Background: an optimization exercise with open tools, aiming at small area and a short achievable clock period. Do not read the settings as production practice.
Where RTL was checked, it was by simulation tests only, not by an equivalence proof against the original.

==> module rbp, before the edit <==
module rbp(one, two, neg, a, b, p);
input wire one, two, neg, a, b;
output wire p;
wire t;
rbp_sel sel (.one(one), .two(two), .a(a), .b(b), .t(t));
rbp_inv inv (.t(t), .neg(neg), .p(p));
endmodule
==> module rbp_sel, before the edit <==
module rbp_sel(one, two, a, b, t);
input wire one, two, a, b;
output wire t;
assign t = (one & a) | (two & b);
endmodule
==> module rbp_inv, before the edit <==
module rbp_inv(t, neg, p);
input wire t, neg;
output wire p;
assign p = t ^ neg;
endmodule
clock: 10.0 ns
lec_check: 0
cap_margin: 20
core_margin: 2
core_utilization: 40
cts_cluster_diameter: 150
cts_cluster_size: 30
place_density: 0.6
slew_margin: 20
synth_hierarchical: 1
synth_minimum_keep_size: 0
standard.sh (not shown) runs the stock make flow with config.mk's settings and CLKGATE_MAP_FILE= SYNTH_SCRIPT=/design/flow/synth_recipe.tcl, a recipe that flattens the netlist after the stock synthesis.
==> flow/flow/run.sh <==
#!/bin/bash
set -euo pipefail
bash standard.sh SETUP_SLACK_MARGIN=6.85 "BUFFER_PORTS_ARGS=-buffer_cell sky130_fd_sc_hd__buf_2" finish > standard_flow.log 2>&1
Then changed:
--- a/flow/design.v
+++ b/flow/design.v
@@ -1784,17 +1784,5 @@
 module rbp(one, two, neg, a, b, p);
 input wire one, two, neg, a, b;
 output wire p;
-wire t;
-rbp_sel sel (.one(one), .two(two), .a(a), .b(b), .t(t));
-rbp_inv inv (.t(t), .neg(neg), .p(p));
-endmodule
-module rbp_sel(one, two, a, b, t);
-input wire one, two, a, b;
-output wire t;
-assign t = (one & a) | (two & b);
-endmodule
-module rbp_inv(t, neg, p);
-input wire t, neg;
-output wire p;
-assign p = t ^ neg;
+assign p = ((one & a) | (two & b)) ^ neg;
 endmodule
- final cell count is higher slightly
- clock skew is lower by 0.0048 ns
- non-clock buffer count is higher by 6
- register-to-register slack gets better by 0.10 ns
- core utilization stays flat
- die area is higher by a few percent
- wire length is higher slightly
Function was not checked in any run of this note: the RTL went through the layout flow alone.

--- another note on this design; it stands on its own ---

== pepper ==
Design float_recip, start of the top module:
module float_recip(clk,rst,i_cip,i_sj,i_vstart,i_vector_length,i_v0,i_v1,i_v2,i_v3,i_v4,i_v5,i_v6,i_v7,o_result, o_busy);
export LEC_CHECK = 0
export CAP_MARGIN = 20
export CORE_MARGIN = 2
export CORE_UTILIZATION = 55
export CTS_CLUSTER_DIAMETER = 120
export CTS_CLUSTER_SIZE = 24
export PLACE_DENSITY = 0.7
export SLEW_MARGIN = 20
export SYNTH_HIERARCHICAL = 1
export SYNTH_MINIMUM_KEEP_SIZE = 0
create_clock -name core_clock -period 10.0 [get_ports {clk}]
standard.sh (not shown) runs the stock make flow with config.mk's settings and CLKGATE_MAP_FILE= SYNTH_SCRIPT=/design/flow/synth_recipe.tcl, a recipe that flattens the netlist after the stock synthesis.
==> flow/flow/run.sh <==
#!/bin/bash
set -euo pipefail
bash standard.sh SETUP_SLACK_MARGIN=6.95 "BUFFER_PORTS_ARGS=-buffer_cell sky130_fd_sc_hd__buf_2" finish > standard_flow.log 2>&1
Modified inputs, sierra compared to pepper
==> flow/flow/run.sh <==
#!/bin/bash
set -euo pipefail
bash standard.sh SETUP_SLACK_MARGIN=6.85 "BUFFER_PORTS_ARGS=-buffer_cell sky130_fd_sc_hd__buf_2" finish > standard_flow.log 2>&1
- Compared with pepper, in sierra final-stage net count went down by 60, final area went down by about 2.7%, setup slack after layout went down by 0.037 ns.
- sierra vs pepper: count of buffers added by post-CTS timing repair for setup down
- All-layer global routing usage delta for sierra relative to pepper: 1.6 points lower
- Non-clock buffer count shrinks by more than 10% when moving from pepper to sierra.
The following lists how lagoon was set up differently from sierra:
==> flow/flow/run.sh <==
#!/bin/bash
set -euo pipefail
bash standard.sh SETUP_SLACK_MARGIN=7.0 TNS_END_PERCENT=0 "BUFFER_PORTS_ARGS=-buffer_cell sky130_fd_sc_hd__buf_2" finish > standard_flow.log 2>&1
Results
Going from sierra to lagoon, buffer count excluding the clock tree in the final layout grew by a few percent.
Diff sierra -> lagoon: combined global-route utilization of all metal layers moved up, clock buffer count in the final layout moved up, register-to-register slack moved up.
lagoon closes out successfully: all stages finished, all timing, DRC and antenna checks passed.

[separate check: timing with driven ports]
In the flow no input, the clock included, has a driving cell. The finished layouts below were timed again as built, in two steps.
Step 1 sets driving cells, clkbuf_16 on the clock port and buf_2 on the other inputs (assumed; they add their load-dependent delay and slew).
Step 2 times the ports against the registers' clock, not the clock port: input delays grow and output delays shrink by t, the midpoint of the rising clock arrivals with the driver on.
a / b / c = no drivers / after step 1 / after step 2; a / b = the first two.
run	shift t [ns]	setup slack, ns	cell pins on the clock port's net
the first run of note 1	0.739	6.815 / 6.762 / 6.815	1
the second run of note 1	0.692	6.902 / 6.834 / 6.775	1
pepper	0.674	6.913 / 6.848 / 6.547	1
sierra	0.675	6.876 / 6.825 / 6.684	1
lagoon	0.681	6.908 / 6.835 / 6.608	1
After both steps every run listed still meets setup and hold. The setup slack of pepper, which loses most, moves by -0.065 ns with the drivers and by -0.366 ns with both steps.
